From an optimization exercise on the open Yosys and OpenROAD flow, aimed at small area; shortcuts taken in it are not production practice.
The RTL was checked by simulation tests, not by an equivalence proof against the original design.
No driver is modelled on the clock port, so clock power and skew are understated where the tree is cut down; a real chip needs a root buffer or a tree.
Power is estimated from default activity; no workload was simulated.

==> module calculator, before the edit <==
module calculator (
    input         clk,       
    input         reset,     
    input         newkey,    
    input  [4:0]  keycode,   
    output [23:0] value,     
    output [7:0]  digit,     
    output [7:0]  segment    
);
    wire key_digit = newkey & keycode[4];
    wire key_eq    = newkey & (keycode == 5'h01);
    wire key_op    = newkey & ~keycode[4] & (keycode[3:0] != 4'h1);
    reg [23:0] X;        
    reg [23:0] Y;        
    reg [23:0] R;        
    reg        op_add;   
    reg        op_mul;   
    reg [2:0]  dcnt;     
    assign value = X;
    wire full = (dcnt == 3'd6);
    always @(posedge clk or posedge reset) begin
        if (reset)
            X <= 24'd0;
        else if (key_op)
            X <= 24'd0;
        else if (key_eq)
            X <= (op_add | op_mul) ? R : 24'd0;
        else if (key_digit & ~full)
            X <= {X[19:0], keycode[3:0]};
    end
    always @(posedge clk) begin
        if (reset | key_eq)
            dcnt <= 3'd0;
        else if (key_digit & ~full)
            dcnt <= dcnt + 3'd1;
    end
    always @(posedge clk) begin
        if (reset) begin
            op_add <= 1'b0;
            op_mul <= 1'b0;
        end else if (key_op) begin
            op_add <= (keycode[3:0] == 4'hA);
            op_mul <= (keycode[3:0] == 4'h2);
        end
    end
    localparam [4:0] STEP_LAST = 5'd26;     
    localparam [4:0] STEP_DONE = 5'd20;     
    reg  [4:0] step;
    reg        a_sh, inj, b_x;
    wire done = (step == STEP_DONE);
    wire yb = Y[23];
    wire y_ld  = key_op;
    wire y_rot = ~key_op & ~done;
    wire y_hd  = ~key_op & done;
    always @(posedge clk)
        Y <= ({24{y_ld}} & X) | ({24{y_rot}} & {Y[22:0], Y[23]}) | ({24{y_hd}} & Y);
    always @(posedge clk) begin
        if (newkey)
            step <= 5'd0;
        else if (~done)
            step <= {step[3:0], ~(step[4] ^ step[2])};
    end
    always @(posedge clk) begin
        a_sh <= ~done;
        inj  <= ~done & op_add & yb;
        b_x  <= ~done & (op_mul ? yb : (op_add & (step == STEP_LAST)));
    end
    wire [23:0] opa = {R[22:0], inj};
    wire [23:0] opb = {24{b_x}} & X;
    wire [23:0] sum;
    wire [24:0] cy;
    assign cy[0] = 1'b0;
    genvar gi;
    generate
        for (gi = 0; gi < 24; gi = gi + 1) begin : rca
            assign sum[gi]  = opa[gi] ^ opb[gi] ^ cy[gi];
            assign cy[gi+1] = (opa[gi] & opb[gi]) | (cy[gi] & (opa[gi] ^ opb[gi]));
        end
    endgenerate
    always @(posedge clk)
        if (a_sh)
            R <= sum;
    localparam [10:0] DIV_RESET = 11'd298;
    localparam [10:0] DIV_TICK  = 11'd438;
    reg [10:0] div;
    reg [2:0]  dsel;     
    wire tick = (div == DIV_TICK);
    always @(posedge clk) begin
        if (reset)
            div <= DIV_RESET;
        else
            div <= {div[9:0], ~(div[10] ^ div[1] ^ tick)};
    end
    always @(posedge clk or posedge reset) begin
        if (reset)
            dsel <= 3'b000;
        else if (tick)
            dsel <= {dsel[1:0], ~dsel[2]};
    end
    reg [3:0] nib;
    reg [7:0] dig;
    always @* begin
        case (dsel)
            3'b000: begin dig = 8'b11111110; nib = X[3:0];   end
            3'b001: begin dig = 8'b11111101; nib = X[7:4];   end
            3'b011: begin dig = 8'b11111011; nib = X[11:8];  end
            3'b111: begin dig = 8'b11110111; nib = X[15:12]; end
            3'b110: begin dig = 8'b11101111; nib = X[19:16]; end
            3'b100: begin dig = 8'b11011111; nib = X[23:20]; end
            default: begin dig = 8'b11111111; nib = 4'h0; end
        endcase
    end
    assign digit = dig;
    wire [6:0] pattern;
    hex2seg h2s (.number(nib), .pattern(pattern));
    assign segment = {pattern, 1'b1};
endmodule
==> flow/config.mk <==
export PLATFORM = sky130hd
export DESIGN_NAME = calculator
export DESIGN_NICKNAME = calculator
export VERILOG_FILES = /design/flow/design.v
export SDC_FILE = /design/flow/constraint.sdc
export NUM_CORES = 4
export LEC_CHECK = 0
export CAP_MARGIN = 20
export CORE_MARGIN = 2
export CORE_UTILIZATION = 40
export SLEW_MARGIN = 20
==> flow/constraint.sdc <==
create_clock -name core_clock -period 10.0 [get_ports {clk}]
set_input_delay 2.0000 -clock core_clock [delete_from_list [all_inputs] [get_ports {clk}]]
set_output_delay 2.0000 -clock core_clock [all_outputs]
set_load 0.01 [all_outputs]
standard.sh (not shown) runs the stock make flow with config.mk's settings and CLKGATE_MAP_FILE= SYNTH_SCRIPT=/design/flow/synth_recipe.tcl, a recipe that flattens the netlist after the stock synthesis.
==> flow/flow/run.sh <==
#!/bin/bash
# The standard layout with three changes:
#  - synthesis maps the logic with an area-oriented ABC script (flow/area.abc)
#    instead of ORFS's speed script; everything else in synthesis, including
#    the flip-flop mapping, is the standard synthesis unchanged;
#  - the port buffers are made from the smallest buffer cell;
#  - the clock tree is built by flow/clock_tree.tcl: six clkbuf_8, each
#    driving an equal share of the flip-flops, under one clkbuf_4 root.
set -euo pipefail
here=$PWD
# ORFS synth.tcl with only the ABC script replaced
sed "s#^source \$::env(SCRIPTS_DIR)/synth_preamble.tcl#&\nset abc_args [lreplace \$abc_args 1 1 $here/flow/area.abc]#" \
    "$FLOW_HOME/scripts/synth.tcl" > "$here/area_synth.tcl"
grep -q "area.abc" "$here/area_synth.tcl"
# The standard flow's synthesis wrapper, sourcing it
sed "s#^source \$::env(SCRIPTS_DIR)/synth.tcl#source $here/area_synth.tcl#" \
    "$here/synth_recipe.tcl" > "$here/area_synth_recipe.tcl"
grep -q "area_synth.tcl" "$here/area_synth_recipe.tcl"
sed "s#SYNTH_SCRIPT=[^ ]*#SYNTH_SCRIPT=$here/area_synth_recipe.tcl#" "$here/standard.sh" > "$here/area_standard.sh"
grep -q "area_synth_recipe.tcl" "$here/area_standard.sh"
export BUFFER_PORTS_ARGS="-buffer_cell sky130_fd_sc_hd__buf_1"
export PRE_CTS_TCL="$here/flow/clock_tree.tcl"
bash "$here/area_standard.sh" > "$here/flow.log" 2>&1
Other scripts of this flow, unchanged in this note and not shown: flow/flow/area.abc, flow/flow/clock_tree.tcl
Next try:
--- a/flow/design.v
+++ b/flow/design.v
@@ -39,11 +39,13 @@
             X <= {X[19:0], keycode[3:0]};
     end
-    always @(posedge clk) begin
-        if (reset | key_eq)
+    always @(posedge clk or posedge reset) begin
+        if (reset)
+            dcnt <= 3'd0;
+        else if (key_eq)
             dcnt <= 3'd0;
         else if (key_digit & ~full)
             dcnt <= dcnt + 3'd1;
     end
-    always @(posedge clk) begin
+    always @(posedge clk or posedge reset) begin
         if (reset) begin
             op_add <= 1'b0;
@@ -96,5 +98,5 @@
     reg [2:0]  dsel;     
     wire tick = (div == DIV_TICK);
-    always @(posedge clk) begin
+    always @(posedge clk or posedge reset) begin
         if (reset)
             div <= DIV_RESET;
After rerunning:
- area after synthesis goes up by 0.49%
- die area goes up by 0.48%
- maximum frequency barely changes
- core utilization stays flat
- wire length goes up by 1.7%
- final cell count goes down by 2.2%
- total power goes up by 21%
- worst setup slack degrades by 0.011 ns
No run of this note takes its clock network from TritonCTS; it comes from the design's own scripts or RTL.

* * *

Another version of the RTL of calculator (not shown whole).
For scale: about 390 cells after synthesis, about 99 flip-flops, about 0.0048 mm^2 of cells after synthesis.
==> module calculator, before the edit <==
module calculator (
    input         clk,       
    input         reset,     
    input         newkey,    
    input  [4:0]  keycode,   
    output [23:0] value,     
    output [7:0]  digit,     
    output [7:0]  segment    
);
    wire key_digit = newkey & keycode[4];
    wire key_eq    = newkey & (keycode == 5'h01);
    wire key_op    = newkey & ~keycode[4] & (keycode[3:0] != 4'h1);
    reg [23:0] X;        
    reg [23:0] Y;        
    reg [23:0] R;        
    reg        op_add;   
    reg        op_mul;   
    reg [2:0]  dcnt;     
    assign value = X;
    wire full = (dcnt == 3'd6);
    always @(posedge clk or posedge reset) begin
        if (reset)
            X <= 24'd0;
        else if (key_op)
            X <= 24'd0;
        else if (key_eq)
            X <= R;
        else if (key_digit & ~full)
            X <= {X[19:0], keycode[3:0]};
    end
    always @(posedge clk or posedge reset) begin
        if (reset)
            dcnt <= 3'd0;
        else if (key_eq)
            dcnt <= 3'd0;
        else if (key_digit & ~full)
            dcnt <= dcnt + 3'd1;
    end
    always @(posedge clk or posedge reset) begin
        if (reset) begin
            op_add <= 1'b0;
            op_mul <= 1'b0;
        end else if (key_op) begin
            op_add <= (keycode[3:0] == 4'hA);
            op_mul <= (keycode[3:0] == 4'h2);
        end
    end
    always @(posedge clk)
        if (key_op)
            Y <= X;
    reg  [4:0] step;
    reg        a_sh, inj, b_x;
    wire done  = step[4] & step[3];
    wire [23:0] yrev;
    genvar gr;
    generate
        for (gr = 0; gr < 24; gr = gr + 1) begin : rev
            assign yrev[gr] = Y[23 - gr];
        end
    endgenerate
    wire yb = yrev[step];
    always @(posedge clk or posedge reset) begin
        if (reset)
            step <= 5'd0;
        else if (newkey)
            step <= 5'd0;
        else if (~done)
            step <= step + 5'd1;
    end
    always @(posedge clk) begin
        a_sh <= ~done;
        inj  <= ~done & op_add & yb;
        b_x  <= ~done & (op_mul ? yb : (op_add & (step == 5'd23)));
    end
    wire [23:0] opa = ({24{a_sh}} & {R[22:0], inj}) | ({24{~a_sh}} & R);
    wire [23:0] opb = {24{b_x}} & X;
    wire [23:0] sum;
    wire [24:0] cy;
    assign cy[0] = 1'b0;
    genvar gi;
    generate
        for (gi = 0; gi < 24; gi = gi + 1) begin : rca
            assign sum[gi]  = opa[gi] ^ opb[gi] ^ cy[gi];
            assign cy[gi+1] = (opa[gi] & opb[gi]) | (cy[gi] & (opa[gi] ^ opb[gi]));
        end
    endgenerate
    always @(posedge clk)
        R <= sum;
    localparam [10:0] DIV_RESET = 11'd298;
    localparam [10:0] DIV_TICK  = 11'd438;
    reg [10:0] div;
    reg [2:0]  dsel;     
    wire tick = (div == DIV_TICK);
    always @(posedge clk or posedge reset) begin
        if (reset)
            div <= DIV_RESET;
        else
            div <= {div[9:0], ~(div[10] ^ div[1] ^ tick)};
    end
    always @(posedge clk or posedge reset) begin
        if (reset)
            dsel <= 3'b000;
        else if (tick)
            dsel <= {dsel[1:0], ~dsel[2]};
    end
    reg [3:0] nib;
    reg [7:0] dig;
    always @* begin
        case (dsel)
            3'b000: begin dig = 8'b11111110; nib = X[3:0];   end
            3'b001: begin dig = 8'b11111101; nib = X[7:4];   end
            3'b011: begin dig = 8'b11111011; nib = X[11:8];  end
            3'b111: begin dig = 8'b11110111; nib = X[15:12]; end
            3'b110: begin dig = 8'b11101111; nib = X[19:16]; end
            3'b100: begin dig = 8'b11011111; nib = X[23:20]; end
            default: begin dig = 8'b11111111; nib = 4'h0; end
        endcase
    end
    assign digit = dig;
    wire [6:0] pattern;
    hex2seg h2s (.number(nib), .pattern(pattern));
    assign segment = {pattern, 1'b1};
endmodule
export LEC_CHECK = 0
export CAP_MARGIN = 20
export CORE_MARGIN = 2
export CORE_UTILIZATION = 40
export CTS_BUF_LIST = sky130_fd_sc_hd__clkbuf_8
export SLEW_MARGIN = 20
create_clock -name core_clock -period 10.0 [get_ports {clk}]
==> flow/flow/run.sh <==
#!/bin/bash
cp standard.sh standard_copy.log
export BUFFER_PORTS_ARGS="-buffer_cell sky130_fd_sc_hd__buf_1"
export CTS_ARGS="-sink_clustering_enable -repair_clock_nets -buf_list sky130_fd_sc_hd__clkbuf_8 -dont_use_dummy_load"
bash standard.sh > standard.log 2>&1
Next try:
--- a/flow/design.v
+++ b/flow/design.v
@@ -60,6 +60,7 @@
             Y <= X;
     reg  [4:0] step;
-    reg        a_sh, inj, b_x;
+    reg        a_sh, a_hd, b_x, b_y;
     wire done  = step[4] & step[3];
+    wire first = (step == 5'd0);
     wire [23:0] yrev;
     genvar gr;
@@ -69,5 +70,5 @@
         end
     endgenerate
-    wire yb = yrev[step];
+    wire ybit  = yrev[step];
     always @(posedge clk or posedge reset) begin
         if (reset)
@@ -79,10 +80,11 @@
     end
     always @(posedge clk) begin
-        a_sh <= ~done;
-        inj  <= ~done & op_add & yb;
-        b_x  <= ~done & (op_mul ? yb : (op_add & (step == 5'd23)));
+        a_sh <= ~op_add & ~first & ~done;
+        a_hd <= op_add ? ~first : done;
+        b_x  <= op_add ? first : (~done & op_mul & ybit);
+        b_y  <= op_add & (step == 5'd1);
     end
-    wire [23:0] opa = ({24{a_sh}} & {R[22:0], inj}) | ({24{~a_sh}} & R);
-    wire [23:0] opb = {24{b_x}} & X;
+    wire [23:0] opa = ({24{a_sh}} & {R[22:0], 1'b0}) | ({24{a_hd}} & R);
+    wire [23:0] opb = ({24{b_x}} & X) | ({24{b_y}} & Y);
     wire [23:0] sum;
     wire [24:0] cy;
The changed run completed without violations.
Global-route usage went up by 1.1 points.
Via count came out higher by 11%.
Routed wire length goes up by 10%.
Non-clock buffer count grows by 4.
Sequential cell count goes up by 1.
Core utilization goes up by 0.52 points.

-- what the ideal ports hide --
The flow's constraints put no driver on any port. The routed layouts listed below were extracted and timed again, unchanged, in two steps. Step 1 (the two cells are an assumption about what drives the block):
set clk [get_ports {clk}]
set_driving_cell -lib_cell sky130_fd_sc_hd__clkbuf_16 $clk
set_driving_cell -lib_cell sky130_fd_sc_hd__buf_2 [delete_from_list [all_inputs] $clk]
Step 2 adds t to the input delays and takes it off the output delays; t is the mean of the earliest and latest rising clock arrival at the registers after step 1. Input paths then give back, and output paths get back, about the clock's delay inside the block. Slacks: ideal ports / drivers / drivers and shift; pairs: ideal ports / drivers.
| run | t, ns | setup slack, ns | worst setup path after step 2 | cell pins on the clock port's net |
|---|---|---|---|---|
| the first run of note 1 | 0.454 | 0.359 / 0.359 / 0.359 | register to register | 1 |
| the second run of note 1 | 0.452 | 0.349 / 0.349 / 0.349 | register to register | 1 |
| the first run of note 2 | 0.387 | 0.276 / 0.276 / 0.276 | register to register | 1 |
| the second run of note 2 | 0.390 | 0.268 / 0.268 / 0.268 | register to register | 1 |
After both steps every run listed still meets setup and hold.
